This is an optimization exercise on Yosys and OpenROAD, whose aim is small area and a short achievable clock period, not a production implementation. Function was checked by simulation only, so behaviour that the tests miss may differ from the original. Power figures rest on the tool's default switching activity, not on a simulated workload.

Setup of north:
==> flow/design.v <==
`timescale 1ns / 1ps
module alu_top (
    input  logic        clk,
    input  logic [31:0] op1,
    input  logic [31:0] op2,
    input  logic [3:0]  alu_ctrl,
    output logic [31:0] alu_result,
    output logic        zero
    );
logic [31:0] op1_q;
logic [31:0] op2_q;
logic [3:0]  alu_ctrl_q;
logic [31:0] result_d;
logic        zero_d;
always_ff @(posedge clk)
begin
    op1_q      <= op1;
    op2_q      <= op2;
    alu_ctrl_q <= alu_ctrl;
    alu_result <= result_d;
    zero       <= zero_d;
end
alu computation (
    .op1(op1_q),
    .op2(op2_q),
    .alu_ctrl(alu_ctrl_q),
    .alu_result(result_d),
    .zero(zero_d)
    );
endmodule

`timescale 1ns / 1ps
module alu (
    input  logic [31:0] op1,
    input  logic [31:0] op2,
    input  logic [3:0]  alu_ctrl,
    output logic [31:0] alu_result,
    output logic        zero
    );
logic c3, c2, c1, c0;
assign {c3, c2, c1, c0} = alu_ctrl;
logic       big;
logic [4:0] sh;
assign big = |op2[31:5];
assign sh  = op2[4:0];
logic sel_add, sel_lt, sel_xor, sel_or, sel_and, sel_sr, sel_sll, sra_big;
assign sel_add = ~c2 & ~c1 & ~c0;                        
assign sel_sll = ~c3 & ~c2 & ~c1 &  c0 & ~big;           
assign sel_lt  = ~c3 & ~c2 &  c1;                        
assign sel_xor = ~c3 &  c2 & ~c1 & ~c0;                  
assign sel_sr  =        c2 & ~c1 &  c0 & ~big;           
assign sel_or  = ~c3 &  c2 &  c1 & ~c0;                  
assign sel_and = ~c3 &  c2 &  c1 &  c0;                  
assign sra_big =  c3 &  c2 & ~c1 &  c0 & big & op1[31];  
logic        sub;
logic [31:0] bx, p, g;
assign sub = c3 | (c1 & ~c2);                             
assign bx  = op2 ^ {32{sub}};
assign p   = op1 ^ bx;
assign g   = op1 & bx;
logic [31:0] cin_v, sum;
logic        cout;
logic g0c;
assign g0c = g[0] | (p[0] & sub);
logic G1_1, P1_1;
assign G1_1 = g[1] | (p[1] & g0c);
assign P1_1 = p[1] & p[0];
logic G1_3, P1_3;
assign G1_3 = g[3] | (p[3] & g[2]);
assign P1_3 = p[3] & p[2];
logic G1_5, P1_5;
assign G1_5 = g[5] | (p[5] & g[4]);
assign P1_5 = p[5] & p[4];
logic G1_7, P1_7;
assign G1_7 = g[7] | (p[7] & g[6]);
assign P1_7 = p[7] & p[6];
logic G1_9, P1_9;
assign G1_9 = g[9] | (p[9] & g[8]);
assign P1_9 = p[9] & p[8];
logic G1_11, P1_11;
assign G1_11 = g[11] | (p[11] & g[10]);
assign P1_11 = p[11] & p[10];
logic G1_13, P1_13;
assign G1_13 = g[13] | (p[13] & g[12]);
assign P1_13 = p[13] & p[12];
logic G1_15, P1_15;
assign G1_15 = g[15] | (p[15] & g[14]);
assign P1_15 = p[15] & p[14];
logic G1_17, P1_17;
assign G1_17 = g[17] | (p[17] & g[16]);
assign P1_17 = p[17] & p[16];
logic G1_19, P1_19;
assign G1_19 = g[19] | (p[19] & g[18]);
assign P1_19 = p[19] & p[18];
logic G1_21, P1_21;
assign G1_21 = g[21] | (p[21] & g[20]);
assign P1_21 = p[21] & p[20];
logic G1_23, P1_23;
assign G1_23 = g[23] | (p[23] & g[22]);
assign P1_23 = p[23] & p[22];
logic G1_25, P1_25;
assign G1_25 = g[25] | (p[25] & g[24]);
assign P1_25 = p[25] & p[24];
logic G1_27, P1_27;
assign G1_27 = g[27] | (p[27] & g[26]);
assign P1_27 = p[27] & p[26];
logic G1_29, P1_29;
assign G1_29 = g[29] | (p[29] & g[28]);
assign P1_29 = p[29] & p[28];
logic G1_31, P1_31;
assign G1_31 = g[31] | (p[31] & g[30]);
assign P1_31 = p[31] & p[30];
logic G2_3, P2_3;
assign G2_3 = G1_3 | (P1_3 & G1_1);
assign P2_3 = P1_3 & P1_1;
logic G2_7, P2_7;
assign G2_7 = G1_7 | (P1_7 & G1_5);
assign P2_7 = P1_7 & P1_5;
logic G2_11, P2_11;
assign G2_11 = G1_11 | (P1_11 & G1_9);
assign P2_11 = P1_11 & P1_9;
logic G2_15, P2_15;
assign G2_15 = G1_15 | (P1_15 & G1_13);
assign P2_15 = P1_15 & P1_13;
logic G2_19, P2_19;
assign G2_19 = G1_19 | (P1_19 & G1_17);
assign P2_19 = P1_19 & P1_17;
logic G2_23, P2_23;
assign G2_23 = G1_23 | (P1_23 & G1_21);
assign P2_23 = P1_23 & P1_21;
logic G2_27, P2_27;
assign G2_27 = G1_27 | (P1_27 & G1_25);
assign P2_27 = P1_27 & P1_25;
logic G2_31, P2_31;
assign G2_31 = G1_31 | (P1_31 & G1_29);
assign P2_31 = P1_31 & P1_29;
logic G3_7, P3_7;
assign G3_7 = G2_7 | (P2_7 & G2_3);
assign P3_7 = P2_7 & P2_3;
logic G3_15, P3_15;
assign G3_15 = G2_15 | (P2_15 & G2_11);
assign P3_15 = P2_15 & P2_11;
logic G3_23, P3_23;
assign G3_23 = G2_23 | (P2_23 & G2_19);
assign P3_23 = P2_23 & P2_19;
logic G3_31, P3_31;
assign G3_31 = G2_31 | (P2_31 & G2_27);
assign P3_31 = P2_31 & P2_27;
logic G4_15, P4_15;
assign G4_15 = G3_15 | (P3_15 & G3_7);
assign P4_15 = P3_15 & P3_7;
logic G4_31, P4_31;
assign G4_31 = G3_31 | (P3_31 & G3_23);
assign P4_31 = P3_31 & P3_23;
logic G5_31, P5_31;
assign G5_31 = G4_31 | (P4_31 & G4_15);
assign P5_31 = P4_31 & P4_15;
logic G6_23, P6_23;
assign G6_23 = G3_23 | (P3_23 & G4_15);
assign P6_23 = P3_23 & P4_15;
logic G7_11, P7_11;
assign G7_11 = G2_11 | (P2_11 & G3_7);
assign P7_11 = P2_11 & P3_7;
logic G7_19, P7_19;
assign G7_19 = G2_19 | (P2_19 & G4_15);
assign P7_19 = P2_19 & P4_15;
logic G7_27, P7_27;
assign G7_27 = G2_27 | (P2_27 & G6_23);
assign P7_27 = P2_27 & P6_23;
logic G8_5, P8_5;
assign G8_5 = G1_5 | (P1_5 & G2_3);
assign P8_5 = P1_5 & P2_3;
logic G8_9, P8_9;
assign G8_9 = G1_9 | (P1_9 & G3_7);
assign P8_9 = P1_9 & P3_7;
logic G8_13, P8_13;
assign G8_13 = G1_13 | (P1_13 & G7_11);
assign P8_13 = P1_13 & P7_11;
logic G8_17, P8_17;
assign G8_17 = G1_17 | (P1_17 & G4_15);
assign P8_17 = P1_17 & P4_15;
logic G8_21, P8_21;
assign G8_21 = G1_21 | (P1_21 & G7_19);
assign P8_21 = P1_21 & P7_19;
logic G8_25, P8_25;
assign G8_25 = G1_25 | (P1_25 & G6_23);
assign P8_25 = P1_25 & P6_23;
logic G8_29, P8_29;
assign G8_29 = G1_29 | (P1_29 & G7_27);
assign P8_29 = P1_29 & P7_27;
logic G9_2, P9_2;
assign G9_2 = g[2] | (p[2] & G1_1);
assign P9_2 = p[2] & P1_1;
logic G9_4, P9_4;
assign G9_4 = g[4] | (p[4] & G2_3);
assign P9_4 = p[4] & P2_3;
logic G9_6, P9_6;
assign G9_6 = g[6] | (p[6] & G8_5);
assign P9_6 = p[6] & P8_5;
logic G9_8, P9_8;
assign G9_8 = g[8] | (p[8] & G3_7);
assign P9_8 = p[8] & P3_7;
logic G9_10, P9_10;
assign G9_10 = g[10] | (p[10] & G8_9);
assign P9_10 = p[10] & P8_9;
logic G9_12, P9_12;
assign G9_12 = g[12] | (p[12] & G7_11);
assign P9_12 = p[12] & P7_11;
logic G9_14, P9_14;
assign G9_14 = g[14] | (p[14] & G8_13);
assign P9_14 = p[14] & P8_13;
logic G9_16, P9_16;
assign G9_16 = g[16] | (p[16] & G4_15);
assign P9_16 = p[16] & P4_15;
logic G9_18, P9_18;
assign G9_18 = g[18] | (p[18] & G8_17);
assign P9_18 = p[18] & P8_17;
logic G9_20, P9_20;
assign G9_20 = g[20] | (p[20] & G7_19);
assign P9_20 = p[20] & P7_19;
logic G9_22, P9_22;
assign G9_22 = g[22] | (p[22] & G8_21);
assign P9_22 = p[22] & P8_21;
logic G9_24, P9_24;
assign G9_24 = g[24] | (p[24] & G6_23);
assign P9_24 = p[24] & P6_23;
logic G9_26, P9_26;
assign G9_26 = g[26] | (p[26] & G8_25);
assign P9_26 = p[26] & P8_25;
logic G9_28, P9_28;
assign G9_28 = g[28] | (p[28] & G7_27);
assign P9_28 = p[28] & P7_27;
logic G9_30, P9_30;
assign G9_30 = g[30] | (p[30] & G8_29);
assign P9_30 = p[30] & P8_29;
assign cin_v = {G9_30, G8_29, G9_28, G7_27, G9_26, G8_25, G9_24, G6_23, G9_22, G8_21, G9_20, G7_19, G9_18, G8_17, G9_16, G4_15, G9_14, G8_13, G9_12, G7_11, G9_10, G8_9, G9_8, G3_7, G9_6, G8_5, G9_4, G2_3, G9_2, G1_1, g0c, sub};
assign sum   = p ^ cin_v;
assign cout  = G5_31;
logic lt;
assign lt = ~cout ^ (~c0 & (op1[31] ^ op2[31]));
logic [31:0] a_rev, x, r, r_rev;
logic        fill;
for (genvar k = 0; k < 32; k++) begin : rv
    assign a_rev[k] = op1[31-k];
    assign r_rev[k] = r[31-k];
end
assign x    = c2 ? op1 : a_rev;                           
assign fill = c3 & op1[31];                               
always_comb begin
    r = x;
    if (sh[0]) r = {{1{fill}},  r[31:1]};
    if (sh[1]) r = {{2{fill}},  r[31:2]};
    if (sh[2]) r = {{4{fill}},  r[31:4]};
    if (sh[3]) r = {{8{fill}},  r[31:8]};
    if (sh[4]) r = {{16{fill}}, r[31:16]};
end
logic [31:0] res_other;
assign res_other  = ({32{sel_xor}} & p)
                  | ({32{sel_or}}  & (op1 | op2))
                  | ({32{sel_and}} & (op1 & op2))
                  | ({32{sel_sr}}  & r)
                  | ({32{sel_sll}} & r_rev)
                  | {32{sra_big}};
assign alu_result = ({32{sel_add}} & sum) | res_other | {31'b0, sel_lt & lt};
assign zero = ~|alu_result;
endmodule
==> flow/config.mk <==
export PLATFORM = sky130hd
export DESIGN_NAME = alu_top
export DESIGN_NICKNAME = alu_top
export VERILOG_FILES = /design/flow/design.v
export SDC_FILE = /design/flow/constraint.sdc
export NUM_CORES = 4
export LEC_CHECK = 0
export ABC_AREA = 1
export CAP_MARGIN = 20
export CORE_MARGIN = 2
export CORE_UTILIZATION = 40
export PLACE_DENSITY = 0.6
export SLEW_MARGIN = 20
==> flow/constraint.sdc <==
create_clock -name core_clock -period 7.0 [get_ports {clk}]
set_input_delay 1.4000 -clock core_clock [delete_from_list [all_inputs] [get_ports {clk}]]
set_output_delay 1.4000 -clock core_clock [all_outputs]
set_load 0.01 [all_outputs]
standard.sh (not shown) runs the stock make flow with config.mk's settings and CLKGATE_MAP_FILE= SYNTH_SCRIPT=/design/flow/synth_recipe.tcl, a recipe that flattens the netlist after the stock synthesis.
==> flow/flow/run.sh <==
#!/bin/bash
# Own layout flow: the standard ORFS flow (standard.sh), run in two parts,
# with these changes:
#  - ADDER_MAP_FILE empty: Yosys does not extract half/full adder cells before
#    ABC, so ABC maps the adder logic itself (smaller and faster here);
#  - port buffers are sky130_fd_sc_hd__buf_1 instead of ORFS's default choice
#    (every port still gets its buffer);
set -euo pipefail
export ADDER_MAP_FILE=
export BUFFER_PORTS_ARGS="-buffer_cell sky130_fd_sc_hd__buf_1"
SETUP_SLACK_MARGIN=4 bash standard.sh cts > standard_cts.log 2>&1
SETUP_SLACK_MARGIN=3.8 bash standard.sh finish > standard_finish.log 2>&1
Inputs modified between north and south:
--- a/flow/design.v
+++ b/flow/design.v
@@ -53,9 +53,9 @@
 assign sel_and = ~c3 &  c2 &  c1 &  c0;                  
 assign sra_big =  c3 &  c2 & ~c1 &  c0 & big & op1[31];  
 logic        sub;
 logic [31:0] bx, p, g;
-assign sub = c3 | (c1 & ~c2);                             
+assign sub = c3 | c1;                                    
 assign bx  = op2 ^ {32{sub}};
 assign p   = op1 ^ bx;
 assign g   = op1 & bx;
 logic [31:0] cin_v, sum;
Results
- On time the worst path needs with I/O delays and setup, the higher figure sits with south, not north.
- north → south: share of the clock period used by the worst path after layout rose by 0.22 points; layout overhead on the synthesized area fell by 4.7 points; via count of the first global-routing pass rose by 1.7%.
- On mapped cell area: south sits above north.
- south — synthesized-area fraction occupied by ao, oa, aoi and oai cells 0.74 points higher, north as reference
- Diff north -> south | wire length the detailed router placed on met1 | decrease of 1.3%
- Sequential element share of the synthesized area: south vs north, no meaningful difference
- south: clock group total power about 3% above north
- In the flow results for north and south, the worst slew slack as a fraction of its limit is smaller on north.
- Summary — total routing resource utilization after global routing, south relative to north: higher, by 0.21 points.

## separate check: timing with driven ports
Ports are ideal in the flow. The routed layouts listed here were re-timed in OpenROAD. Step 1, drivers: a clkbuf_16 drives clk and a buf_2 each remaining input, both assumed. Step 2 also shifts input and output timing later by t, the mid clock arrival at the registers, as if the neighbouring blocks saw the same clock. Slacks: ideal / step 1 / step 2; pairs: ideal / step 1.
run	t, ns	setup WS [ns]	slew at the worst register clock pin (ns)
north	0.408	3.954 / 3.954 / 3.954	0.08 / 0.08
south	0.409	3.939 / 3.939 / 3.939	0.08 / 0.08
After both steps setup and hold are still met in every run listed.
